This design comes from an exercise in tuning for a short achievable clock period and few clock cycles on the open sky130 flow, not from production work. Only simulation tests tie the RTL to the original design; equivalence was not proved. Power and IR drop assume default switching activity.

===== flow/run.sh =====
#!/bin/bash
# synth_recipe.tcl (not shown) runs the flow's synth.tcl, then flattens the netlist and writes it again
# the make line also repeats each setting of config.mk as NAME=value (left out here)
make -C /OpenROAD-flow-scripts/flow DESIGN_CONFIG=/design/flow/config.mk WORK_HOME=/design/flow/orfs CLKGATE_MAP_FILE= SYNTH_SCRIPT=/design/flow/synth_recipe.tcl finish

===== flow/design.v =====
module ALU_PLUS(
    input  [ 3:0]    ex_op,
    input        ex_branch,
    input  [31:0]     ex_a,
    input  [31:0]     ex_b,
    output    ex_if_branch,
    output [31:0]   ex_cal
    );
    reg [31:0] result;
    assign                      ex_cal = result;
    assign ex_if_branch = result[0] & ex_branch;
    always@(*)
    begin
        case(ex_op)
            4'b0000 :result = ex_a + ex_b;
            4'b0001 :result = ex_a - ex_b;
            4'b0010 :result = ex_a & ex_b;
            4'b0011 :result = ex_a | ex_b;
            4'b0100 :result = ex_a ^ ex_b;
            4'b0101 :result = ex_a << ex_b[4:0];
            4'b0110 :result = ex_a >> ex_b[4:0];
            4'b0111 :result = $signed(ex_a) >>> ex_b[4:0];
            4'b1000 :result = $signed(ex_a) < $signed(ex_b) ?  1 : 0;
            4'b1001 :result = ex_a < ex_b ?  1 : 0;
            4'b1010 :result = ex_a == ex_b ?  1 : 0;
            4'b1011 :result = ex_a != ex_b ?  1 : 0;
            4'b1100 :result = $signed(ex_a) >= $signed(ex_b) ?  1 : 0;
            4'b1101 :result = ex_a >= ex_b ?  1 : 0;
            4'b1110 :result = ex_b;  
            default:result = 32'b0;
        endcase
    end
endmodule
module BUS_PLUS(
    input                     clk,
    input                   rst_n,
    input               mem_write,  
    input  [31:0]   mem_writedata,  
	input  [31:0]     mem_address,  
	output [31:0]    mem_readdata,  
    output [15:0]       dram_addr,
    output                dram_we,
    output [31:0]      dram_wdata,
    input  [31:0]      dram_rdata
    );
    wire bus_en_0;  
    wire bus_en_1;
    wire bus_en_2;
    wire bus_en_3;
    wire bus_en_4;
    wire bus_en_5;
    wire dram_write;
    wire [31:0] dram_address;
    wire [31:0] dram_readdata;
    assign bus_en_0 = mem_address <= 32'h005F_FFFF ? 1 : 0 ;
    assign bus_en_1 = ( mem_address >= 32'hFFFF_F000 && mem_address <= 32'hFFFF_F00E) ? 1 : 0 ;
    assign bus_en_2 = ( mem_address >= 32'hFFFF_F010 && mem_address <= 32'hFFFF_F05E) ? 1 : 0 ;
    assign bus_en_3 = ( mem_address >= 32'hFFFF_F060 && mem_address <= 32'hFFFF_F06E) ? 1 : 0 ;
    assign bus_en_4 = ( mem_address >= 32'hFFFF_F070 && mem_address <= 32'hFFFF_F077) ? 1 : 0 ;
    assign bus_en_5 = mem_address >= 32'hFFFF_F078 ? 1 : 0 ;
    assign mem_readdata = bus_en_0 ? dram_readdata : 
                                                 0 ;
    assign dram_write = bus_en_0 & mem_write;
    assign dram_address = mem_address; 
    assign dram_addr = dram_address[17:2];
    assign dram_we = dram_write;
    assign dram_wdata = mem_writedata;
    assign dram_readdata = dram_rdata;
endmodule
module CTRL_PLUS(
    input  [6:0]   id_opcode,
    input  [6:0]   id_funct7,
    input  [2:0]   id_funct3,
    output [2:0]  id_sext_op,
    output      id_alu_a_sel,
    output      id_alu_b_sel,
    output [3:0]   id_alu_op,
    output [1:0]   id_wd_sel,
    output          id_rf_we,
    output [1:0] id_store_op,
    output         id_bus_we,
    output         id_branch,
    output [1:0]   id_npc_op,
    output [2:0]  id_load_op
    );
    reg [2:0]  SEXT_OP;
    reg      ALU_A_SEL;
    reg      ALU_B_SEL;
    reg [3:0]   ALU_OP;
    reg [1:0]   WD_SEL;
    reg          RF_WE;
    reg [1:0] STORE_OP;
    reg        BUS_WE;
    reg         BRANCH;
    reg [1:0]   NPC_OP;
    reg [2:0]  LOAD_OP;
    assign id_sext_op = SEXT_OP;
    assign id_alu_a_sel = ALU_A_SEL;
    assign id_alu_b_sel = ALU_B_SEL;
    assign id_alu_op = ALU_OP;
    assign id_wd_sel = WD_SEL;
    assign id_rf_we = RF_WE;
    assign id_store_op = STORE_OP;
    assign id_bus_we = BUS_WE;
    assign id_branch = BRANCH;
    assign id_npc_op = NPC_OP;
    assign id_load_op = LOAD_OP;
    always@(*)
    begin
        SEXT_OP = 3'b000;
        ALU_A_SEL = 1'b0;
        ALU_B_SEL = 1'b0;
        ALU_OP = 4'b0000;
        WD_SEL = 2'b11;
        RF_WE = 1'b0;
        STORE_OP = 2'b00;
        BUS_WE = 1'b0;
        BRANCH = 1'b0;
        NPC_OP = 2'b00;
        LOAD_OP = 3'b000;
        case(id_opcode)
            7'b0110011:
            begin
                ALU_A_SEL = 1'b0;
                ALU_B_SEL = 1'b0;
                WD_SEL = 2'b00;
                RF_WE = 1'b1;
                BUS_WE = 1'b0;
                BRANCH = 1'b0;
                NPC_OP = 2'b00;
                case(id_funct3)
                    3'b111:ALU_OP = 4'b0010;
                    3'b110:ALU_OP = 4'b0011;
                    3'b100:ALU_OP = 4'b0100;
                    3'b001:ALU_OP = 4'b0101;
                    3'b010:ALU_OP = 4'b1000;
                    3'b011:ALU_OP = 4'b1001;
                    3'b000:
                    begin
                        if(id_funct7 == 7'b0000000)    ALU_OP = 4'b0000;
                        else if(id_funct7 == 7'b0100000)    ALU_OP = 4'b0001;
                    end
                    3'b101:
                    begin
                        if(id_funct7 == 7'b0000000)    ALU_OP = 4'b0110;
                        else if(id_funct7 == 7'b0100000)    ALU_OP = 4'b0111;
                    end
                    default:;
                endcase
            end
            7'b0010011:
            begin
                ALU_A_SEL = 1'b0;
                ALU_B_SEL = 1'b1;
                WD_SEL = 2'b00;
                RF_WE = 1'b1;
                BUS_WE = 1'b0;
                BRANCH = 1'b0;
                NPC_OP = 2'b00;
                case(id_funct3)
                    3'b000:
                    begin
                        SEXT_OP = 3'b000;
                        ALU_OP = 4'b0000;
                    end
                    3'b111:
                    begin
                        SEXT_OP = 3'b000;
                        ALU_OP = 4'b0010;
                    end
                    3'b110:
                    begin
                        SEXT_OP = 3'b000;
                        ALU_OP = 4'b0011;
                    end
                    3'b100:
                    begin
                        SEXT_OP = 3'b000;
                        ALU_OP = 4'b0100;
                    end
                    3'b010:
                    begin
                        SEXT_OP = 3'b000;
                        ALU_OP = 4'b1000;
                    end
                    3'b011:
                    begin
                        SEXT_OP = 3'b000;
                        ALU_OP = 4'b1001;
                    end
                    3'b001:
                    begin
                        SEXT_OP = 3'b001;
                        ALU_OP = 4'b0101;
                    end
                    3'b101:
                    begin
                        SEXT_OP = 3'b001;
                        if(id_funct7 == 7'b0000000)    ALU_OP = 4'b0110;
                        else if(id_funct7 == 7'b0100000)    ALU_OP = 4'b0111;
                    end
                    default:;
                endcase
            end
            7'b0000011:
            begin
                SEXT_OP = 3'b000;
                ALU_A_SEL = 1'b0;
                ALU_B_SEL = 1'b1;
                ALU_OP = 4'b0000;
                WD_SEL = 2'b01;
                RF_WE = 1'b1;
                BUS_WE = 1'b0;
                BRANCH = 1'b0;
                NPC_OP = 2'b00;
                case(id_funct3)
                    3'b000:LOAD_OP = 3'b000;
                    3'b100:LOAD_OP = 3'b001;
                    3'b001:LOAD_OP = 3'b010;
                    3'b101:LOAD_OP = 3'b011;
                    3'b010:LOAD_OP = 3'b100;
                    default:;
                endcase
            end
            7'b0100011:
            begin
                SEXT_OP = 3'b010;
                ALU_A_SEL = 1'b0;
                ALU_B_SEL = 1'b1;
                ALU_OP = 4'b0000;
                RF_WE = 1'b0;
                case(id_funct3)
                    3'b000:STORE_OP = 2'b00;
                    3'b001:STORE_OP= 2'b01;
                    3'b010:STORE_OP = 2'b10;
                    default:;
                endcase
                BUS_WE = 1'b1;
                BRANCH = 1'b0;
                NPC_OP = 2'b00;
            end
            7'b1100011:
            begin
                SEXT_OP = 3'b011;
                ALU_A_SEL = 1'b0;
                ALU_B_SEL = 1'b0;
                RF_WE = 1'b0;
                BUS_WE = 1'b0;
                BRANCH = 1'b1;
                NPC_OP = 2'b10;
                case(id_funct3)
                    3'b000:ALU_OP = 4'b1010;
                    3'b001:ALU_OP = 4'b1011;
                    3'b100:ALU_OP = 4'b1000;
                    3'b110:ALU_OP = 4'b1001;
                    3'b101:ALU_OP = 4'b1100;
                    3'b111:ALU_OP = 4'b1101;
                    default:;
                endcase
            end
            7'b1100111:
            begin
                if(id_funct3 == 3'b000)
                begin
                    SEXT_OP = 3'b000;
                    ALU_B_SEL = 1'b1;
                    WD_SEL = 2'b10;
                    RF_WE = 1'b1;
                    BUS_WE = 1'b0;
                    BRANCH = 1'b0;
                    NPC_OP = 2'b01;
                end
            end
            7'b0110111:
            begin
                SEXT_OP = 3'b100;
                ALU_A_SEL = 1'b1;
                ALU_B_SEL = 1'b1;
                ALU_OP = 4'b1110;
                WD_SEL = 2'b00;
                RF_WE = 1'b1;
                BUS_WE = 1'b0;
                BRANCH = 1'b0;
                NPC_OP = 2'b00;
            end
            7'b0010111:
            begin
                SEXT_OP = 3'b100;
                ALU_A_SEL = 1'b1;
                ALU_B_SEL = 1'b1;
                ALU_OP = 4'b0000;
                WD_SEL = 2'b00;
                RF_WE = 1'b1;
                BUS_WE = 1'b0;
                BRANCH = 1'b0;
                NPC_OP = 2'b00;
            end
            7'b1101111:
            begin
                SEXT_OP = 3'b101;
                ALU_A_SEL = 1'b1;
                ALU_B_SEL = 1'b1;
                WD_SEL = 2'b10;
                RF_WE = 1'b1;
                BUS_WE = 1'b0;
                BRANCH = 1'b0;
                NPC_OP = 2'b11;
            end
            default:
            begin
                WD_SEL = 2'b11;
                RF_WE = 1'b0;
                BUS_WE = 1'b0;
                NPC_OP = 2'b00;
            end
        endcase
    end
endmodule
module EX_MEM(
    input                    clk,  
    input                  rst_n,  
    input  [4:0]        ex_rf_wr,
    input  [4:0]       ex_rf_rr2,
    input  [1:0]       ex_wd_sel,
    input               ex_rf_we,
    input  [1:0]     ex_store_op,
    input              ex_bus_we,
    input  [2:0]      ex_load_op,
    input  [31:0]      ex_rf_rd2,
    input  [31:0]     ex_alu_cal,
    input  [31:0]     ex_npc_pc4,
    output reg [4:0]      mem_rf_wr,
    output reg [4:0]     mem_rf_rr2,
    output reg [1:0]     mem_wd_sel,
    output reg            mem_rf_we,
    output reg [1:0]   mem_store_op,
    output reg           mem_bus_we,
    output reg [2:0]    mem_load_op,
    output reg [31:0]    mem_rf_rd2,
    output reg [31:0]   mem_alu_cal,
    output reg [31:0]   mem_npc_pc4
    );
    always @(posedge clk or negedge rst_n) 
    begin
        if (~rst_n) mem_rf_wr <= 0;
        else        mem_rf_wr <= ex_rf_wr;
    end
    always @(posedge clk or negedge rst_n) 
    begin
        if (~rst_n) mem_rf_rr2 <= 0;
        else        mem_rf_rr2 <= ex_rf_rr2;
    end
    always @(posedge clk or negedge rst_n) 
    begin
        if (~rst_n) mem_wd_sel <= 0;
        else        mem_wd_sel <= ex_wd_sel;
    end
    always @(posedge clk or negedge rst_n) 
    begin
        if (~rst_n) mem_rf_we <= 0;
        else        mem_rf_we <= ex_rf_we;
    end
    always @(posedge clk or negedge rst_n) 
    begin
        if (~rst_n) mem_store_op <= 0;
        else        mem_store_op <= ex_store_op;
    end
    always @(posedge clk or negedge rst_n) 
    begin
        if (~rst_n) mem_bus_we <= 0;
        else        mem_bus_we <= ex_bus_we;
    end
    always @(posedge clk or negedge rst_n) 
    begin
        if (~rst_n) mem_load_op <= 0;
        else        mem_load_op <= ex_load_op;
    end
    always @(posedge clk or negedge rst_n) 
    begin
        if (~rst_n) mem_rf_rd2 <= 0;
        else        mem_rf_rd2 <= ex_rf_rd2;
    end
    always @(posedge clk or negedge rst_n) 
    begin
        if (~rst_n) mem_alu_cal <= 0;
        else        mem_alu_cal <= ex_alu_cal;
    end
    always @(posedge clk or negedge rst_n) 
    begin
        if (~rst_n) mem_npc_pc4 <= 0;
        else        mem_npc_pc4 <= ex_npc_pc4;
    end
endmodule
module HAVE_INST (
    input              clk,
    input            rst_n,
    input             stop,
    input   [31:0] if_pc_i,
    input   [31:0] if_pc_o,
    input        ex_branch,
    input  [1:0]   ex_npc_op,
    input ex_alu_if_branch,
    output    id_have_inst,
    output    ex_have_inst,
    output   mem_have_inst,
    output    wb_have_inst,
    output    if_if_branch
    );
    reg                id_have;   
    reg                ex_have;   
    reg               mem_have;   
    reg                wb_have;   
    assign if_if_branch = (if_pc_i != if_pc_o + 32'h4 && !(if_pc_i == if_pc_o && stop)) || (ex_branch && ex_alu_if_branch && ex_have_inst) || (ex_npc_op[0] && ex_have_inst) ? 1 : 0;
    assign id_have_inst = id_have;
    assign ex_have_inst = ex_have;
    assign mem_have_inst = mem_have;
    assign wb_have_inst = wb_have;
    always@ (posedge clk or negedge rst_n)
    begin
        if (~rst_n)
        begin
            id_have <= 0;
            ex_have <= 0;
            mem_have <= 0;
            wb_have <= 0;
        end
        else    
        begin
            if (if_if_branch) 
            begin
                id_have <= 0;
                ex_have <= 0;
            end
            else if (stop)
            begin
                id_have <= id_have;
                ex_have <= 0;
            end
            else
            begin
                id_have <= 1;
                ex_have <= id_have;
            end
            mem_have <= ex_have;
            wb_have <= mem_have;
        end
    end
endmodule
module Hazard(
    input             id_rf_rf1,
    input             id_rf_rf2,
    input  [4:0]      id_rf_rr1,
    input  [4:0]      id_rf_rr2,
    input  [4:0]      ex_rf_rr1,
    input  [4:0]     mem_rf_rr2,
    input  [31:0]        id_rd1,
    input  [31:0]        id_rd2,
    input [31:0]           ex_a,
    input [31:0]        mem_rd2,
    input             id_bus_we,
    input             ex_bus_we,
    input              ex_rf_we,
    input  [4:0]       ex_rf_wr,
    input  [31:0]    ex_alu_cal,
    input            mem_bus_we,
    input             mem_rf_we,
    input  [4:0]      mem_rf_wr,
    input  [31:0]   mem_alu_cal,
    input  [31:0]  mem_load_ext,
    input              wb_rf_we,
    input  [4:0]       wb_rf_wr,
    input  [31:0]      wb_rf_wd,
    input  [1:0]      id_wd_sel,
    input  [1:0]      ex_wd_sel,
    input  [1:0]     mem_wd_sel,
    output [31:0]     id_rf_rd1,
    output [31:0]     id_rf_rd2,
    output [31:0]      ex_alu_a,
    output [31:0] mem_store_rd2,
    output                 stop
    );
    reg [31:0] ID_rd1;
    reg [31:0] ID_rd2;
    reg [31:0] EX_a;
    reg [31:0] MEM_rd2;
    reg  if_stop_1;
    reg  if_stop_2;
    assign id_rf_rd1 = ID_rd1;
    assign id_rf_rd2 = ID_rd2;
    assign ex_alu_a = EX_a;
    assign mem_store_rd2 = MEM_rd2;
    assign stop = if_stop_1 || if_stop_2;
    wire rs1_id_ex_hazard;
    wire rs2_id_ex_hazard;
    assign rs1_id_ex_hazard = (ex_rf_wr == id_rf_rr1) && ex_rf_we && id_rf_rf1 && id_rf_rr1 != 0;
    assign rs2_id_ex_hazard = (ex_rf_wr == id_rf_rr2) && ex_rf_we && id_rf_rf2 && id_rf_rr2 != 0;
    wire rs1_id_mem_hazard;
    wire rs2_id_mem_hazard;
    assign rs1_id_mem_hazard = (mem_rf_wr == id_rf_rr1) && mem_rf_we && id_rf_rf1 && id_rf_rr1 != 0;
    assign rs2_id_mem_hazard = (mem_rf_wr == id_rf_rr2) && mem_rf_we && (id_rf_rf2 || (id_bus_we && mem_rf_wr == id_rf_rr2)) && id_rf_rr2 != 0;
    wire rs1_id_wb_hazard;
    wire rs2_id_wb_hazard;
    assign rs1_id_wb_hazard = (wb_rf_wr == id_rf_rr1) && wb_rf_we && id_rf_rf1 && id_rf_rr1 != 0;
    assign rs2_id_wb_hazard = (wb_rf_wr == id_rf_rr2) && wb_rf_we && (id_rf_rf2 || (id_bus_we && wb_rf_wr == id_rf_rr2)) && id_rf_rr2 != 0;
    wire rs1_ex_mem_hazard;
    assign rs1_ex_mem_hazard = (mem_rf_wr == ex_rf_rr1) && mem_rf_we && ex_bus_we && ex_rf_rr1 != 0;
    wire rs2_mem_wb_hazard;
    assign rs2_mem_wb_hazard = (wb_rf_wr == mem_rf_rr2) && wb_rf_we && mem_bus_we && mem_rf_rr2 != 0;
    always@(*)
    begin
        if (rs1_id_ex_hazard)
        begin
            if (ex_wd_sel == 2'b01)
            begin
                ID_rd1 = ex_alu_cal;
                if_stop_1 = 1;
            end
            else
            begin
                ID_rd1 = ex_alu_cal;
                if_stop_1 = 0;
            end
        end   
        else if (rs1_id_mem_hazard)
        begin
            if (mem_wd_sel == 2'b01)
            begin
                ID_rd1 = mem_load_ext;
                if_stop_1 = 0;
            end
            else
            begin
                ID_rd1 = mem_alu_cal;
                if_stop_1 = 0;
            end
        end
        else if (rs1_id_wb_hazard)
        begin
            ID_rd1 = wb_rf_wd;
            if_stop_1 = 0;
        end
        else            
        begin
            ID_rd1 = id_rd1;
            if_stop_1 = 0;
        end
    end
    always@(*)
    begin
        if (rs2_id_ex_hazard)
        begin
            if (ex_wd_sel == 2'b01)
            begin
                ID_rd2 = ex_alu_cal;
                if_stop_2 = 1;
            end
            else
            begin
                ID_rd2 = ex_alu_cal;
                if_stop_2 = 0;
            end
        end   
        else if (rs2_id_mem_hazard)
        begin
            if (mem_wd_sel == 2'b01)
            begin
                ID_rd2 = mem_load_ext;
                if_stop_2 = 0;
            end
            else
            begin
                ID_rd2 = mem_alu_cal;
                if_stop_2 = 0;
            end
        end
        else if (rs2_id_wb_hazard)
        begin
            ID_rd2 = wb_rf_wd;
            if_stop_2 = 0;
        end
        else            
        begin
            ID_rd2 = id_rd2;
            if_stop_2 = 0;
        end
    end
    always@(*)
    begin   
        if(rs1_ex_mem_hazard) 
            EX_a = mem_alu_cal;
        else 
            EX_a = ex_a;
    end
    always@(*)
    begin   
        if(rs2_mem_wb_hazard) 
            MEM_rd2 = wb_rf_wd;
        else 
            MEM_rd2 = mem_rd2;
    end
endmodule
module ID_EX(
    input                    clk,  
    input                  rst_n,  
    input                  flush,  
    input                   stop,  
    input           id_alu_a_sel,
    input           id_alu_b_sel,
    input  [3:0]       id_alu_op,
    input  [4:0]        id_rf_wr,
    input  [1:0]       id_wd_sel,
    input               id_rf_we,
    input  [1:0]     id_store_op,
    input              id_bus_we,
    input  [2:0]      id_load_op,
    input              id_branch,
    input  [1:0]       id_npc_op,
    input  [31:0]        id_pc_o,
    input  [31:0]    id_sext_ext,
    input  [4:0]       id_rf_rr1,
    input  [4:0]       id_rf_rr2,
    input  [31:0]      id_rf_rd1,
    input  [31:0]      id_rf_rd2,
    output reg          ex_alu_a_sel,
    output reg          ex_alu_b_sel,
    output reg [3:0]       ex_alu_op,
    output reg [4:0]        ex_rf_wr,
    output reg [1:0]       ex_wd_sel,
    output reg              ex_rf_we,
    output reg [1:0]     ex_store_op,
    output reg             ex_bus_we,
    output reg [2:0]      ex_load_op,
    output reg             ex_branch,
    output reg [1:0]       ex_npc_op,
    output reg [31:0]        ex_pc_o,
    output reg [31:0]    ex_sext_ext,
    output reg [4:0]       ex_rf_rr1,
    output reg [4:0]       ex_rf_rr2,
    output reg [31:0]      ex_rf_rd1,
    output reg [31:0]      ex_rf_rd2
    );
    always @(posedge clk or negedge rst_n) 
    begin
        if (~rst_n)     ex_alu_a_sel <= 0;
        else if (flush) ex_alu_a_sel <= 0;
        else if (stop)  ex_alu_a_sel <= 0;
        else            ex_alu_a_sel <= id_alu_a_sel;
    end
    always @(posedge clk or negedge rst_n) 
    begin
        if (~rst_n)     ex_alu_b_sel <= 0;
        else if (flush) ex_alu_b_sel <= 0;
        else if (stop)  ex_alu_b_sel <= 0;
        else            ex_alu_b_sel <= id_alu_b_sel;
    end
    always @(posedge clk or negedge rst_n) 
    begin
        if (~rst_n)     ex_alu_op <= 0;
        else if (flush) ex_alu_op <= 0;
        else if (stop)  ex_alu_op <= 0;
        else            ex_alu_op <= id_alu_op;
    end
    always @(posedge clk or negedge rst_n) 
    begin
        if (~rst_n)     ex_wd_sel <= 0;
        else if (flush) ex_wd_sel <= 0;
        else if (stop)  ex_wd_sel <= 0;
        else            ex_wd_sel <= id_wd_sel;
    end
    always @(posedge clk or negedge rst_n) 
    begin
        if (~rst_n)     ex_rf_wr <= 0;
        else if (flush) ex_rf_wr <= 0;
        else if (stop)  ex_rf_wr <= 0;
        else            ex_rf_wr <= id_rf_wr;
    end
    always @(posedge clk or negedge rst_n) 
    begin
        if (~rst_n)     ex_rf_we <= 0;
        else if (flush) ex_rf_we <= 0;
        else if (stop)  ex_rf_we <= 0;
        else            ex_rf_we <= id_rf_we;
    end
    always @(posedge clk or negedge rst_n) 
    begin
        if (~rst_n)     ex_store_op <= 0;
        else if (flush) ex_store_op <= 0;
        else if (stop)  ex_store_op <= 0;
        else            ex_store_op <= id_store_op;
    end
    always @(posedge clk or negedge rst_n) 
    begin
        if (~rst_n)     ex_bus_we <= 0;
        else if (flush) ex_bus_we <= 0;
        else if (stop)  ex_bus_we <= 0;
        else            ex_bus_we <= id_bus_we;
    end
    always @(posedge clk or negedge rst_n) 
    begin
        if (~rst_n)     ex_load_op <= 0;
        else if (flush) ex_load_op <= 0;
        else if (stop)  ex_load_op <= 0;
        else            ex_load_op <= id_load_op;
    end
    always @(posedge clk or negedge rst_n) 
    begin
        if (~rst_n)     ex_branch <= 0;
        else if (flush) ex_branch <= 0;
        else if (stop)  ex_branch <= 0;
        else            ex_branch <= id_branch;
    end
    always @(posedge clk or negedge rst_n) 
    begin
        if (~rst_n)     ex_npc_op <= 0;
        else if (flush) ex_npc_op <= 0;
        else if (stop)  ex_npc_op <= 0;
        else            ex_npc_op <= id_npc_op;
    end
    always @(posedge clk or negedge rst_n) 
    begin
        if (~rst_n)     ex_pc_o <= 0;
        else if (flush) ex_pc_o <= 0;
        else if (stop)  ex_pc_o <= 0;
        else            ex_pc_o <= id_pc_o;
    end
    always @(posedge clk or negedge rst_n) 
    begin
        if (~rst_n)     ex_sext_ext <= 0;
        else if (flush) ex_sext_ext <= 0;
        else if (stop)  ex_sext_ext <= 0;
        else            ex_sext_ext <= id_sext_ext;
    end
    always @(posedge clk or negedge rst_n) 
    begin
        if (~rst_n)     ex_rf_rr1 <= 0;
        else if (flush) ex_rf_rr1 <= 0;
        else if (stop)  ex_rf_rr1 <= 0;
        else            ex_rf_rr1 <= id_rf_rr1;
    end
    always @(posedge clk or negedge rst_n) 
    begin
        if (~rst_n)     ex_rf_rr2 <= 0;
        else if (flush) ex_rf_rr2 <= 0;
        else if (stop)  ex_rf_rr2 <= 0;
        else            ex_rf_rr2 <= id_rf_rr2;
    end
    always @(posedge clk or negedge rst_n) 
    begin
        if (~rst_n)     ex_rf_rd1 <= 0;
        else if (flush) ex_rf_rd1 <= 0;
        else if (stop)  ex_rf_rd1 <= 0;
        else            ex_rf_rd1 <= id_rf_rd1;
    end
    always @(posedge clk or negedge rst_n) 
    begin
        if (~rst_n)     ex_rf_rd2 <= 0;
        else if (flush) ex_rf_rd2 <= 0;
        else if (stop)  ex_rf_rd2 <= 0;
        else            ex_rf_rd2 <= id_rf_rd2;
    end
endmodule
module IF_ID(
    input                    clk,  
    input                  rst_n,  
    input                  flush,  
    input                   stop,  
    input  [31:0]          if_pc,
    input  [31:0] if_instruction,
    output reg [31:0]          id_pc,
    output reg [31:0] id_instruction
    );
    always @(posedge clk or negedge rst_n) 
    begin
        if (~rst_n)     id_pc <= 0;
        else if (flush) id_pc <= 0;
        else if (stop)  id_pc <= id_pc;
        else            id_pc <= if_pc;
    end
    always @(posedge clk or negedge rst_n) 
    begin
        if (~rst_n)     id_instruction <= 0;
        else if (flush) id_instruction <= 0;
        else if (stop)  id_instruction <= id_instruction;
        else            id_instruction <= if_instruction;
    end
endmodule
module LOAD_PLUS (
    input  [ 2:0]   mem_op,
    input  [ 1:0] mem_bite,
    input  [31:0]  mem_din,
    output [31:0]  mem_ext
    );
    reg [31:0] result;
    assign mem_ext = result;
    always@(*)
    begin
        result = 32'b0;
        case(mem_op)
            3'b000:
            begin
                case(mem_bite)
                    2'b00:result = $signed(mem_din[7:0]);
                    2'b01:result = $signed(mem_din[15:8]);
                    2'b10:result = $signed(mem_din[23:16]);
                    2'b11:result = $signed(mem_din[31:24]);
                    default:;
                endcase
            end
            3'b001:
            begin
                case(mem_bite)
                    2'b00:result = mem_din[7:0];
                    2'b01:result = mem_din[15:8];
                    2'b10:result = mem_din[23:16];
                    2'b11:result = mem_din[31:24];
                    default:;
                endcase
            end
            3'b010:
            begin
                case(mem_bite[1])
                    1'b0:result = $signed(mem_din[15:0]);
                    1'b1:result = $signed(mem_din[31:16]);
                    default:;
                endcase
            end
            3'b011:
            begin
                case(mem_bite[1])
                    1'b0:result = mem_din[15:0];
                    1'b1:result = mem_din[31:16];
                    default:;
                endcase
            end
            3'b100:result = mem_din[31:0];
            default:;
        endcase
    end
endmodule
module MEM_WB(
    input                    clk,  
    input                  rst_n,  
    input  [1:0]      mem_wd_sel,
    input              mem_rf_we,
    input  [31:0]    mem_alu_cal,
    input  [31:0]   mem_load_ext,
    input  [31:0]    mem_npc_pc4,
    input  [4:0]       mem_rf_wr,
    output reg [1:0]       wb_wd_sel,
    output reg              wb_rf_we,
    output reg [31:0]     wb_alu_cal,
    output reg [31:0]    wb_load_ext,
    output reg [31:0]     wb_npc_pc4,
    output reg [4:0]        wb_rf_wr
    );
    always @(posedge clk or negedge rst_n) 
    begin
        if (~rst_n) wb_wd_sel <= 0;
        else        wb_wd_sel <= mem_wd_sel;
    end
    always @(posedge clk or negedge rst_n) 
    begin
        if (~rst_n) wb_rf_we <= 0;
        else        wb_rf_we <= mem_rf_we;
    end
    always @(posedge clk or negedge rst_n) 
    begin
        if (~rst_n) wb_alu_cal <= 0;
        else        wb_alu_cal <= mem_alu_cal;
    end
    always @(posedge clk or negedge rst_n) 
    begin
        if (~rst_n) wb_load_ext <= 0;
        else        wb_load_ext <= mem_load_ext;
    end
    always @(posedge clk or negedge rst_n) 
    begin
        if (~rst_n) wb_npc_pc4 <= 0;
        else        wb_npc_pc4 <= mem_npc_pc4;
    end
    always @(posedge clk or negedge rst_n) 
    begin
        if (~rst_n) wb_rf_wr <= 0;
        else        wb_rf_wr <= mem_rf_wr;
    end
endmodule
module NPC_PLUS(
    input           stop,
    input  [1:0]   ex_op,
    input   ex_if_branch,
    input  [31:0]  if_pc,
    input  [31:0]  ex_pc,
    input  [31:0]  ex_ra,
    input  [31:0] ex_imm,
    output [31:0] if_npc,
    output [31:0] ex_pc4
    );
    reg [31:0] result;
    assign if_npc = result;
    assign ex_pc4 = ex_pc + 32'd4;
    always@(*)
    begin
        case(ex_op)
            2'b00 : 
            begin
                if (stop) result = if_pc;
                else      result = if_pc + 32'd4;
            end
            2'b01 : result = ex_ra + ex_imm;
            2'b10 : result = ex_if_branch ? ex_pc + ex_imm : if_pc + 32'd4;
            2'b11 : result = ex_pc + ex_imm;
            default : result = if_pc + 32'd4;
        endcase
    end
endmodule
module PC_PLUS(
    input             rst_n,  
    input               clk,  
    input  [31:0] address_i,
    output [31:0] address_o
    );
    reg [31:0] addr;
    assign address_o = addr;
    always @(posedge clk or negedge rst_n)        
    begin
        if (~rst_n)
        begin
            addr <= 0;
        end
        else
            addr <=  address_i;  
    end  
endmodule
module RegFile_PLUS(
    input                 clk,    
    input               rst_n,
    input               wb_we,    
    input  [ 4:0]      id_rR1,    
    input  [ 4:0]      id_rR2,    
    input  [ 4:0]       wb_wR,    
    input  [31:0]       wb_wD,    
    output [31:0]      id_rD1,    
    output [31:0]      id_rD2   
    );
    reg [31:0] regFile [31:0];  
    assign id_rD1 = regFile[id_rR1];   
    assign id_rD2 = regFile[id_rR2];  
    always@(posedge clk or negedge rst_n) 
    begin
        if(~rst_n)
        begin
            regFile[0] <= 32'b0;
            regFile[1] <= 32'b0;
            regFile[2] <= 32'b0;
            regFile[3] <= 32'b0;
            regFile[4] <= 32'b0;
            regFile[5] <= 32'b0;
            regFile[6] <= 32'b0;
            regFile[7] <= 32'b0;
            regFile[8] <= 32'b0;
            regFile[9] <= 32'b0;
            regFile[10] <= 32'b0;
            regFile[11] <= 32'b0;
            regFile[12] <= 32'b0;
            regFile[13] <= 32'b0;
            regFile[14] <= 32'b0;
            regFile[15] <= 32'b0;
            regFile[16] <= 32'b0;
            regFile[17] <= 32'b0;
            regFile[18] <= 32'b0;
            regFile[19] <= 32'b0;
            regFile[20] <= 32'b0;
            regFile[21] <= 32'b0;
            regFile[22] <= 32'b0;
            regFile[23] <= 32'b0;
            regFile[24] <= 32'b0;
            regFile[25] <= 32'b0;
            regFile[26] <= 32'b0;
            regFile[27] <= 32'b0;
            regFile[28] <= 32'b0;
            regFile[29] <= 32'b0;
            regFile[30] <= 32'b0;
            regFile[31] <= 32'b0;
        end
        else if (wb_we == 1'b1 && wb_wR != 5'b00000) 
            regFile[wb_wR] <= wb_wD;
    end
endmodule
module SEXT_PLUS(
    input  [ 2:0]      id_op,
    input  [24:0]     id_din, 
    output [31:0]     id_ext
    );
    reg [31:0] result;
    assign id_ext = result;
    always@(*)
    begin
        case(id_op)
            3'b000:result = $signed(id_din[24:13]);
            3'b001:result = $unsigned(id_din[17:13]);
            3'b010:result = $signed({id_din[24:18],id_din[4:0]});
            3'b011:result = $signed({id_din[24],id_din[0],id_din[23:18],id_din[4:1],1'b0});
            3'b100:result = $signed({id_din[24:5],{(12){1'b0}}});
            3'b101:result = $signed({id_din[24],id_din[12:5],id_din[13],id_din[23:14],1'b0});
            default:result = 32'b0;
        endcase
    end
endmodule
module STORE_PLUS(
    input  [ 1:0]      mem_op,
    input  [ 1:0]    mem_bite,  
    input  [31:0]     mem_din,  
    input  [31:0]      mem_rd,  
    output [31:0]     mem_ext
    );
    reg [31:0] result;
    assign mem_ext = result;
    always@(*)
    begin
        result = 32'b0;
        case(mem_op)
            2'b00:
            begin
                case(mem_bite)
                    2'b00:result = {mem_rd[31:8],mem_din[7:0]};
                    2'b01:result = {mem_rd[31:16],mem_din[7:0],mem_rd[7:0]};
                    2'b10:result = {mem_rd[31:24],mem_din[7:0],mem_rd[15:0]};
                    2'b11:result = {mem_din[7:0],mem_rd[23:0]};
                    default:;
                endcase
            end
            2'b01:
            begin
                case(mem_bite[1])
                    1'b0:result = {mem_rd[31:16],mem_din[15:0]};
                    1'b1:result = {mem_din[15:0],mem_rd[15:0]};
                    default:;
                endcase
            end
            2'b10:result = mem_din[31:0];
            default:;
        endcase
    end
endmodule
module PipeLineCPU(
    input   clk,
    input rst_n,
    output [15:0] imem_addr,
    input  [31:0] imem_rdata,
    output [15:0] dmem_addr,
    output        dmem_we,
    output [31:0] dmem_wdata,
    input  [31:0] dmem_rdata,
    output        debug_wb_have_inst,    
    output [31:0] debug_wb_pc,           
    output        debug_wb_ena,          
    output [4:0]  debug_wb_reg,          
    output [31:0] debug_wb_value         
    );
    wire [31:0]             if_pc_i;   
    wire [31:0]             if_pc_o;   
    wire               if_if_branch;   
    wire [31:0] if_irom_instruction;   
    wire [31:0]             id_pc_o;   
    wire [31:0] id_irom_instruction;   
    wire [31:0]         id_sext_ext;   
    wire [4:0]             id_rf_wr;   
    wire [31:0]              rf_rd1;   
    wire [31:0]              rf_rd2;   
    wire [31:0]           id_rf_rd1;   
    wire [31:0]           id_rf_rd2;   
    wire [ 2:0]          id_sext_op;   
    wire               id_alu_a_sel;   
    wire               id_alu_b_sel;   
    wire [ 3:0]           id_alu_op;   
    wire [ 1:0]           id_wd_sel;   
    wire                   id_rf_we;   
    wire [ 1:0]         id_store_op;   
    wire                  id_bus_we;   
    wire [ 2:0]          id_load_op;   
    wire                  id_branch;   
    wire [ 1:0]           id_npc_op;   
    wire [31:0]             ex_pc_o;   
    wire [31:0]         ex_sext_ext;   
    wire [4:0]             ex_rf_wr;   
    wire [4:0]            ex_rf_rr1;   
    wire [4:0]            ex_rf_rr2;   
    wire [31:0]           ex_rf_rd1;   
    wire [31:0]           ex_rf_rd2;   
    wire [31:0]            ex_alu_a;   
    wire [31:0]       ex_alu_a_plus;   
    wire [31:0]            ex_alu_b;   
    wire [31:0]          ex_alu_cal;   
    wire           ex_alu_if_branch;   
    wire [31:0]          ex_npc_pc4;   
    wire               ex_alu_a_sel;   
    wire               ex_alu_b_sel;   
    wire [ 3:0]           ex_alu_op;   
    wire [ 1:0]           ex_wd_sel;   
    wire                   ex_rf_we;   
    wire [ 1:0]         ex_store_op;   
    wire                  ex_bus_we;   
    wire [ 2:0]          ex_load_op;   
    wire                  ex_branch;   
    wire [ 1:0]           ex_npc_op;   
    wire [4:0]            mem_rf_wr;   
    wire [4:0]           mem_rf_rr2;   
    wire [31:0]          mem_rf_rd2;   
    wire [31:0]         mem_alu_cal;   
    wire [31:0]        mem_bus_wdin;   
    wire [31:0]          mem_bus_rd;   
    wire [31:0]       mem_store_rd2;   
    wire [31:0]        mem_load_ext;   
    wire [31:0]         mem_npc_pc4;   
    wire [ 1:0]          mem_wd_sel;   
    wire                  mem_rf_we;   
    wire [ 1:0]        mem_store_op;   
    wire                 mem_bus_we;   
    wire [ 2:0]         mem_load_op;   
    wire [31:0]          wb_alu_cal;   
    wire [31:0]         wb_load_ext;   
    wire [31:0]          wb_npc_pc4;   
    wire [ 4:0]            wb_rf_wr;   
    wire [31:0]            wb_rf_wd;   
    wire [ 1:0]           wb_wd_sel;    
    wire                   wb_rf_we;    
    wire stop;
    wire id_have_inst;
    wire ex_have_inst;
    wire mem_have_inst;
    wire wb_have_inst;
    HAVE_INST have_inst (
        .clk                              (clk),     
        .rst_n                          (rst_n),     
        .stop                            (stop),     
        .if_pc_i                      (if_pc_i),     
        .if_pc_o                      (if_pc_o),     
        .ex_branch                  (ex_branch),     
        .ex_npc_op                  (ex_npc_op),
        .ex_alu_if_branch    (ex_alu_if_branch),     
        .id_have_inst            (id_have_inst),     
        .ex_have_inst            (ex_have_inst),     
        .mem_have_inst          (mem_have_inst),     
        .wb_have_inst            (wb_have_inst),     
        .if_if_branch            (if_if_branch)      
    );
    assign debug_wb_have_inst = wb_have_inst;
    assign debug_wb_pc = wb_npc_pc4 - 32'h4;
    assign debug_wb_ena = wb_rf_we;
    assign debug_wb_reg = wb_rf_wr;
    assign debug_wb_value = wb_rf_wd;
    Hazard cpu_hazard(
        .id_rf_rf1              (~id_alu_a_sel),     
        .id_rf_rf2              (~id_alu_b_sel),     
        .id_rf_rr1 (id_irom_instruction[19:15]),     
        .id_rf_rr2 (id_irom_instruction[24:20]),     
        .ex_rf_rr1                  (ex_rf_rr1),     
        .mem_rf_rr2                (mem_rf_rr2),     
        .id_rd1                        (rf_rd1),     
        .id_rd2                        (rf_rd2),     
        .ex_a                        (ex_alu_a),     
        .mem_rd2                   (mem_rf_rd2),     
        .id_bus_we                  (id_bus_we),     
        .ex_bus_we                  (ex_bus_we),     
        .ex_rf_we                    (ex_rf_we),     
        .ex_rf_wr                    (ex_rf_wr),     
        .ex_alu_cal                (ex_alu_cal),     
        .mem_bus_we                (mem_bus_we),     
        .mem_rf_we                  (mem_rf_we),     
        .mem_rf_wr                  (mem_rf_wr),     
        .mem_alu_cal              (mem_alu_cal),     
        .mem_load_ext            (mem_load_ext),     
        .wb_rf_we                    (wb_rf_we),     
        .wb_rf_wr                    (wb_rf_wr),     
        .wb_rf_wd                    (wb_rf_wd),     
        .id_wd_sel                  (id_wd_sel),     
        .ex_wd_sel                  (ex_wd_sel),     
        .mem_wd_sel                (mem_wd_sel),     
        .id_rf_rd1                  (id_rf_rd1),     
        .id_rf_rd2                  (id_rf_rd2),     
        .ex_alu_a               (ex_alu_a_plus),     
        .mem_store_rd2          (mem_store_rd2),     
        .stop                            (stop)      
    );
    PC_PLUS cpu_pc (
        .clk                              (clk),     
        .rst_n                          (rst_n),     
        .address_i                    (if_pc_i),     
        .address_o                    (if_pc_o)      
    );
    NPC_PLUS cpu_npc (
        .stop                            (stop),     
        .ex_op                      (ex_npc_op),     
        .ex_if_branch        (ex_alu_if_branch),     
        .if_pc                        (if_pc_o),     
        .ex_pc                        (ex_pc_o),     
        .ex_ra                      (ex_rf_rd1),     
        .ex_imm                   (ex_sext_ext),     
        .if_npc                       (if_pc_i),     
        .ex_pc4                    (ex_npc_pc4)      
    ); 
    assign imem_addr = if_pc_o[17:2];
    assign if_irom_instruction = imem_rdata;
    IF_ID cpu_if_id (
        .clk                              (clk),     
        .rst_n                          (rst_n),     
        .flush                   (if_if_branch),     
        .stop                            (stop),     
        .if_pc                        (if_pc_o),     
        .if_instruction   (if_irom_instruction),     
        .id_pc                        (id_pc_o),     
        .id_instruction   (id_irom_instruction)      
    );
    CTRL_PLUS cpu_ctrl (
        .id_opcode   (id_irom_instruction[6:0]),     
        .id_funct3 (id_irom_instruction[14:12]),     
        .id_funct7 (id_irom_instruction[31:25]),     
        .id_sext_op                (id_sext_op),     
        .id_alu_a_sel            (id_alu_a_sel),     
        .id_alu_b_sel            (id_alu_b_sel),     
        .id_alu_op                  (id_alu_op),     
        .id_wd_sel                  (id_wd_sel),     
        .id_rf_we                    (id_rf_we),     
        .id_store_op              (id_store_op),     
        .id_bus_we                  (id_bus_we),     
        .id_load_op                (id_load_op),     
        .id_branch                  (id_branch),     
        .id_npc_op                  (id_npc_op)      
    );
    SEXT_PLUS cpu_sext (
        .id_op                     (id_sext_op),     
        .id_din     (id_irom_instruction[31:7]),     
        .id_ext                   (id_sext_ext)      
    );
    assign id_rf_wr = id_irom_instruction[11:7];
    assign wb_rf_wd = (wb_wd_sel == 2'b00) ?  wb_alu_cal:
                      (wb_wd_sel == 2'b01) ? wb_load_ext:
                      (wb_wd_sel == 2'b10) ?  wb_npc_pc4:
                                                       0;
    RegFile_PLUS cpu_regfile (
        .clk                              (clk),     
        .rst_n                          (rst_n),     
        .wb_we                       (wb_rf_we),     
        .id_rR1    (id_irom_instruction[19:15]),     
        .id_rR2    (id_irom_instruction[24:20]),     
        .wb_wR                       (wb_rf_wr),     
        .wb_wD                       (wb_rf_wd),     
        .id_rD1                        (rf_rd1),     
        .id_rD2                        (rf_rd2)      
     );
     ID_EX cpu_id_ex (
        .clk                              (clk),     
        .rst_n                          (rst_n),     
        .flush                   (if_if_branch),     
        .stop                            (stop),     
        .id_alu_a_sel            (id_alu_a_sel),     
        .id_alu_b_sel            (id_alu_b_sel),     
        .id_alu_op                  (id_alu_op),     
        .id_rf_wr                    (id_rf_wr),     
        .id_wd_sel                  (id_wd_sel),     
        .id_rf_we                    (id_rf_we),     
        .id_store_op              (id_store_op),     
        .id_bus_we                  (id_bus_we),     
        .id_load_op                (id_load_op),     
        .id_branch                  (id_branch),     
        .id_npc_op                  (id_npc_op),     
        .id_pc_o                      (id_pc_o),     
        .id_sext_ext              (id_sext_ext),     
        .id_rf_rr1 (id_irom_instruction[19:15]),     
        .id_rf_rr2 (id_irom_instruction[24:20]),     
        .id_rf_rd1                  (id_rf_rd1),     
        .id_rf_rd2                  (id_rf_rd2),     
        .ex_alu_a_sel            (ex_alu_a_sel),     
        .ex_alu_b_sel            (ex_alu_b_sel),     
        .ex_alu_op                  (ex_alu_op),     
        .ex_rf_wr                    (ex_rf_wr),     
        .ex_wd_sel                  (ex_wd_sel),     
        .ex_rf_we                    (ex_rf_we),     
        .ex_store_op              (ex_store_op),     
        .ex_bus_we                  (ex_bus_we),     
        .ex_load_op                (ex_load_op),     
        .ex_branch                  (ex_branch),     
        .ex_npc_op                  (ex_npc_op),     
        .ex_pc_o                      (ex_pc_o),     
        .ex_sext_ext              (ex_sext_ext),     
        .ex_rf_rr1                  (ex_rf_rr1),     
        .ex_rf_rr2                  (ex_rf_rr2),     
        .ex_rf_rd1                  (ex_rf_rd1),     
        .ex_rf_rd2                  (ex_rf_rd2)      
     );
     assign ex_alu_a = (ex_alu_a_sel) ? ex_pc_o : ex_rf_rd1;
     assign ex_alu_b = (ex_alu_b_sel) ? ex_sext_ext : ex_rf_rd2;
    ALU_PLUS cpu_alu (
        .ex_op                      (ex_alu_op),     
        .ex_branch                  (ex_branch),     
        .ex_a                   (ex_alu_a_plus),     
        .ex_b                        (ex_alu_b),     
        .ex_if_branch        (ex_alu_if_branch),     
        .ex_cal                    (ex_alu_cal)      
    );
    EX_MEM cpu_ex_mem (
        .clk                              (clk),     
        .rst_n                          (rst_n),     
        .ex_rf_wr                    (ex_rf_wr),     
        .ex_rf_rr2                  (ex_rf_rr2),     
        .ex_wd_sel                  (ex_wd_sel),     
        .ex_rf_we                    (ex_rf_we),     
        .ex_store_op              (ex_store_op),     
        .ex_bus_we                  (ex_bus_we),     
        .ex_load_op                (ex_load_op),     
        .ex_rf_rd2                  (ex_rf_rd2),     
        .ex_alu_cal                (ex_alu_cal),     
        .ex_npc_pc4                (ex_npc_pc4),     
        .mem_rf_wr                  (mem_rf_wr),     
        .mem_rf_rr2                (mem_rf_rr2),     
        .mem_wd_sel                (mem_wd_sel),     
        .mem_rf_we                  (mem_rf_we),     
        .mem_store_op            (mem_store_op),     
        .mem_bus_we                (mem_bus_we),     
        .mem_load_op              (mem_load_op),     
        .mem_rf_rd2                (mem_rf_rd2),     
        .mem_alu_cal              (mem_alu_cal),     
        .mem_npc_pc4              (mem_npc_pc4)      
    );
    STORE_PLUS cpu_store (
        .mem_op                  (mem_store_op),     
        .mem_bite            (mem_alu_cal[1:0]),     
        .mem_din                (mem_store_rd2),     
        .mem_rd                    (mem_bus_rd),     
        .mem_ext                 (mem_bus_wdin)      
    );  
    BUS_PLUS cpu_bus(
        .clk                              (clk),     
        .rst_n                          (rst_n),     
        .mem_write                 (mem_bus_we),     
        .mem_writedata           (mem_bus_wdin),     
        .mem_address              (mem_alu_cal),     
        .mem_readdata              (mem_bus_rd),     
        .dram_addr                  (dmem_addr),
        .dram_we                      (dmem_we),
        .dram_wdata                (dmem_wdata),
        .dram_rdata                (dmem_rdata)
    );
    LOAD_PLUS cpu_load (
        .mem_op                    (mem_load_op),     
        .mem_bite              (mem_alu_cal[1:0]),     
        .mem_din                     (mem_bus_rd),     
        .mem_ext                   (mem_load_ext)      
    );
    MEM_WB cpu_mem_wb (
        .clk                              (clk),     
        .rst_n                          (rst_n),     
        .mem_wd_sel                (mem_wd_sel),     
        .mem_rf_we                  (mem_rf_we),     
        .mem_alu_cal              (mem_alu_cal),     
        .mem_load_ext            (mem_load_ext),     
        .mem_npc_pc4              (mem_npc_pc4),     
        .mem_rf_wr                  (mem_rf_wr),     
        .wb_wd_sel                  (wb_wd_sel),     
        .wb_rf_we                    (wb_rf_we),     
        .wb_alu_cal                (wb_alu_cal),     
        .wb_load_ext              (wb_load_ext),     
        .wb_npc_pc4                (wb_npc_pc4),     
        .wb_rf_wr                    (wb_rf_wr)      
    );
endmodule

===== flow/config.mk =====
export PLATFORM = sky130hd
export DESIGN_NAME = PipeLineCPU
export DESIGN_NICKNAME = PipeLineCPU
export VERILOG_FILES = /design/flow/design.v
export SDC_FILE = /design/flow/constraint.sdc
export NUM_CORES = 4
export LEC_CHECK = 0
export CAP_MARGIN = 20
export CORE_MARGIN = 2
export CORE_UTILIZATION = 30
export PLACE_DENSITY = 0.5
export SLEW_MARGIN = 20

===== flow/constraint.sdc =====
create_clock -name core_clock -period 11.0 [get_ports {clk}]
set_input_delay 2.2000 -clock core_clock [delete_from_list [all_inputs] [get_ports {clk}]]
set_output_delay 2.2000 -clock core_clock [all_outputs]
set_load 0.01 [all_outputs]

==> Flow_metrics.wiki <==
{| class="wikitable"
! Metric !! Value
|-
| Global-route wire length before repair || 709,000 um
|-
| Worst clock skew on the final layout || between 0.09 and 0.1 ns
|-
| Post-CTS Setup Bufs || 0
|-
| Core Footprint || roughly 290,000 sq um
|-
| Worst Setup SP || cpu_id_ex.ex_rf_rr1[0]
|-
| Synthesized Nets || 10,260
|-
| Leakage dissipation || 42.75 nW
|-
| Cell count after synthesis || around 10,000
|-
| Crit path DAT || 9.87 ns
|-
| Number of different library cells in the post-synthesis netlist || between 100 and 150
|-
| Residual DRC count || 0
|-
| Proportion of layout cells with a drive suffix above 1 || under 10%
|-
| Internal Dissipation || between 10 and 15 mW
|-
| Residual overflow from global routing || 0
|-
| Final net count || 10,020
|-
| Min Hold Slack || 0.2897 ns
|-
| Capturing instance or port of the critical path || cpu_if_id.id_instruction[22]
|-
| Final slew viol count || 0
|-
| Antenna violations before repair || 52
|-
| Post_cts resized || 0
|-
| Flip-flop count of the largest register after layout || 1,024
|-
| Combinational group share of total power || 42.5%
|-
| Leading register cell type out of synthesis || dfrtp_1
|-
| Number of buffer cells added on primary ports || 201
|-
| CTS sink cnt || 1,504
|-
| Synthesis-stage register bit count || 1,504
|-
| Total vias in the final route || 89,510
|-
| Critical R2R Capture || cpu_if_id.id_instruction[22]
|-
| Total net switching power || about 11 mW
|-
| Setup violation total in the final timing report || 0
|-
| Final GP Congestion || 1.001
|-
| Relative area change from synthesis to final layout || 15.09%
|-
| Final min period || 9.128 ns
|-
| Largest Register || cpu_regfile.regFile
|-
| Pin count of the biggest net entering global routing || 172
|-
| Die span in x || about 540 um
|-
| Number of hold-slack violations in the final timing report || 0
|-
| CTS tree || built
|-
| Master of the slowest instance on the critical path || a211oi_2
|-
| Sequential share of power || 30.7%
|-
| Die Y || 541.6 um
|-
| Floorplan row count || approximately 200
|-
| Routed len/inst || 37.80 um
|-
| Critical Path Max Stage Delay || between 0.6 and 0.7 ns
|-
| WP data required || roughly 12 ns
|-
| Maximum net fanout on the critical path || 34
|-
| Clk pwr share || 26.9%
|-
| Hold-fix buffers at CTS || 0
|-
| Worst setup EP type || register
|-
| Startpoint of the worst register-to-register path || cpu_id_ex.ex_rf_rr1[0]
|-
| Skew-Pair Late Insertion Delay || between 0.8 and 0.9 ns
|-
| Starting Density || 30.12%
|-
| Via count of the first global-routing pass || ~84,000
|-
| Slew headroom || 14.78%
|-
| Share of flip-flops with an asynchronous set or reset || 100.0%
|-
| DRT Pass-1 Iters || 9
|-
| Max Cap Viol || 0
|-
| Overall die area || 293,400 sq um
|-
| Yosys Warn Count || 15
|-
| Setup TNS || 0 ns
|-
| Status || finished clean
|-
| CTS HTree Levels || 4
|-
| Boundary Pins || between 200 and 250
|-
| Maximum clock rate || 109.6 MHz
|-
| Clock buffer depth || 3
|-
| Reg-to-reg setup timing slack || 1.87 ns
|-
| Sw Share || 46.37%
|-
| Overall routed net length || 519,900 um
|-
| Filler cells || 29,510
|-
| Global router's overall resource usage || 34.37%
|-
| Worst Setup Path Type || reg -> reg
|-
| Count of routing violations after the opening detailed-route iteration || around 14,000
|-
| Post-DR vias/cell || ~6.5
|-
| Count of cells along the worst register-to-register path || 26
|-
| Clk Tree Root Cell || clkbuf_16
|-
| Worst Path Buf+Inv || 6
|-
| Inserted Clock Buffers || 171
|-
| Ratio of final minimum period to clock period || 82.98%
|-
| RSZ-0062 raised after global routing || no
|-
| Worst Hold Class || reg -> reg
|-
| Average cell area after synthesis || 8.646 sq um
|-
| Post-CTS clock slew at the launch and capture registers of the worst setup and hold paths || 0.07 ns
|-
| Area of the mapped netlist || 86,720 sq um
|-
| Total half-perimeter wirelength after legalization and detailed placement || roughly 340,000 um
|-
| Cell depth of the worst setup path || 26
|-
| Type of element launching the critical path || register
|-
| Family with the most delay on the worst path || compound AO/OA/AOI/OAI gates
|-
| Pwr dens || around 230 nW/um^2
|-
| Sequential element share of the synthesized area || 43.40%
|-
| Number of synthesized flops with an enable pin || 0
|-
| Slew of the pin with the lowest slew margin || 1.274 ns
|-
| Remaining antenna violation count || 0
|-
| Maximum ir drop on the vdd rail || ~0.17 mV
|}
[worst min path at each step]
stage / start / to / slack (ns) / cells past startpoint
finish: cpu_ex_mem.mem_npc_pc4[0] / cpu_mem_wb.wb_npc_pc4[0] / 0.29 / 0
global route: cpu_ex_mem.mem_npc_pc4[0] / cpu_mem_wb.wb_npc_pc4[0] / 0.31 / 0
CTS: cpu_ex_mem.mem_npc_pc4[0] / cpu_mem_wb.wb_npc_pc4[0] / 0.30 / 0
detailed placement: cpu_id_ex.ex_rf_rr2[3] / cpu_ex_mem.mem_rf_rr2[3] / 0.33 / 0
global placement: cpu_ex_mem.mem_npc_pc4[30] / cpu_mem_wb.wb_npc_pc4[30] / 0.33 / 0
floorplan: cpu_id_ex.ex_load_op[0] / cpu_ex_mem.mem_load_op[0] / 0.33 / 0
[area by class of cell]
type                       instances  area (sq um)  area share, %
tap                             3781          4731          4.740
inverter                         191         716.9         0.7183
antenna                           43         107.6         0.1078
timing repair buffer             533          4787          4.796
clock buffer                     239          4965          4.974
multi-input combinational       7388         45740          45.83
sequential                      1504         37640          37.72
clock inverter                    76          1117          1.120
[cell usage after synthesis (all sizes together) (22+ instances only)]
library cell / n / area (sq um)
a211oi: 100 / 765.7
a21o: 47 / 352.8
a21oi: 1128 / 5687
a221oi: 314 / 2774
a22o: 302 / 2645
a22oi: 399 / 2995
a31oi: 66 / 419.2
and2: 28 / 175.2
and3: 98 / 613.1
buf: 139 / 744.5
clkbuf: 808 / 3033
dfrtp: 1504 / 37640
ha: 162 / 2027
inv: 190 / 713.2
mux2: 115 / 1295
mux2i: 162 / 1642
nand2: 1025 / 3847
nand2b: 54 / 337.8
nand3: 201 / 1006
nand4: 163 / 1020
nor2: 1202 / 4512
nor2b: 28 / 175.2
nor3: 113 / 580.6
nor4: 50 / 319.1
o2111ai: 22 / 192.7
o211ai: 75 / 576.8
o21a: 27 / 202.7
o21ai: 722 / 3613
o21bai: 22 / 165.2
o221ai: 26 / 234.0
o22ai: 63 / 394.1
o32a: 31 / 310.3
o32ai: 41 / 359.1
or3: 45 / 281.5
or4: 22 / 168.9
xnor2: 137 / 1200
xor2: 89 / 779.5
[power by group through the flow]
stage               sequential (mW)  clock [mW]  combinational (mW)
floorplan                      6.53           0                5.00
global placement               7.12           0                9.29
detailed placement             7.13           0                9.26
CTS                            7.03        6.23                9.31
global route                   7.10        6.45                10.0
finish                         7.07        6.21                9.80
[per-stage QoR]
| stage | instance area (sq um) | total power, mW | std cells | utilization [%] | setup WS (ns) |
|---|---|---|---|---|---|
| CTS | 99540 | 22.57 | 13710 | 34.58 | 1.885 |
| finish | 99800 | 23.08 | 13760 | 34.67 | 1.872 |
| detailed placement | 93460 | 16.39 | 13390 | 32.46 | 1.915 |
| global placement | 93410 | 16.41 | 13390 | 32.45 | 1.753 |
| global route | 99700 | 23.57 | 13710 | 34.63 | 1.568 |
| floorplan | 86720 | 11.53 | 10030 | - | 4.028 |
[cell usage in the layout (no fill, tap or decap), drive strengths merged, types with 98 or more instances in the layout]
master	instances
clkbuf	239
dfrtp	1504
buf	333
xnor2	137
mux2	115
a21oi	1128
a22oi	399
nand4	163
a211oi	100
nor2	1202
clkdlybuf4s50	200
a22o	302
and3	98
nand2	1025
nand3	201
nor3	113
a221oi	314
ha	162
inv	196
o21ai	722
mux2i	162
[metal layers]
metal	routed length (um)	global-route usage, %	vias to the layer above
li1	-	-	36270
met1	211800	46.51	44660
met2	205300	47.33	6910
met3	67870	12.43	1643
met4	34630	18.14	26
met5	203	0	-
[kinds of logic (layout without fill, tap and decap cells)]
kind of cell               Yosys count  in the layout  share of synthesized area [%]
AOI/OAI and AO/OA                 3604           3604                          27.34
xor gates and xnor gates           227            227                          2.309
adders and majority gates          166            166                          2.430
buffers and inverters             1138           1039                          5.183
DFF                               1504           1504                          43.40
muxes                              286            286                          3.620
other                                0             43                              0
and+or+nand+nor                   3105           3105                          15.72
Testbench counts, summed over its fixed seeds: cycles 71,062.

## port drivers added, routing unchanged
How much do the figures lean on ideal ports? The routed layout below was timed once more, with nothing changed but the port constraints.
Step 1 (the two cells are an assumption about what drives the block):
set clk [get_ports {clk}]
set_driving_cell -lib_cell sky130_fd_sc_hd__clkbuf_16 $clk
set_driving_cell -lib_cell sky130_fd_sc_hd__buf_2 [delete_from_list [all_inputs] $clk]
Step 2, shift: input delay + t, output delay - t, t = (earliest + latest rising clock arrival at the registers) / 2. This alone moves slack from input paths to output paths.
Slacks: ideal / step 1 / step 2; pairs: ideal / step 1.
shift t [ns]: 0.936
setup slack, ns: 1.872 / 1.872 / 1.872
clock arrival spread, ns: 0.105 / 0.105
After both steps setup and hold are still met in this run. For this run, drivers alone change the setup slack by 0.000 ns; drivers and shift together by 0.000 ns.
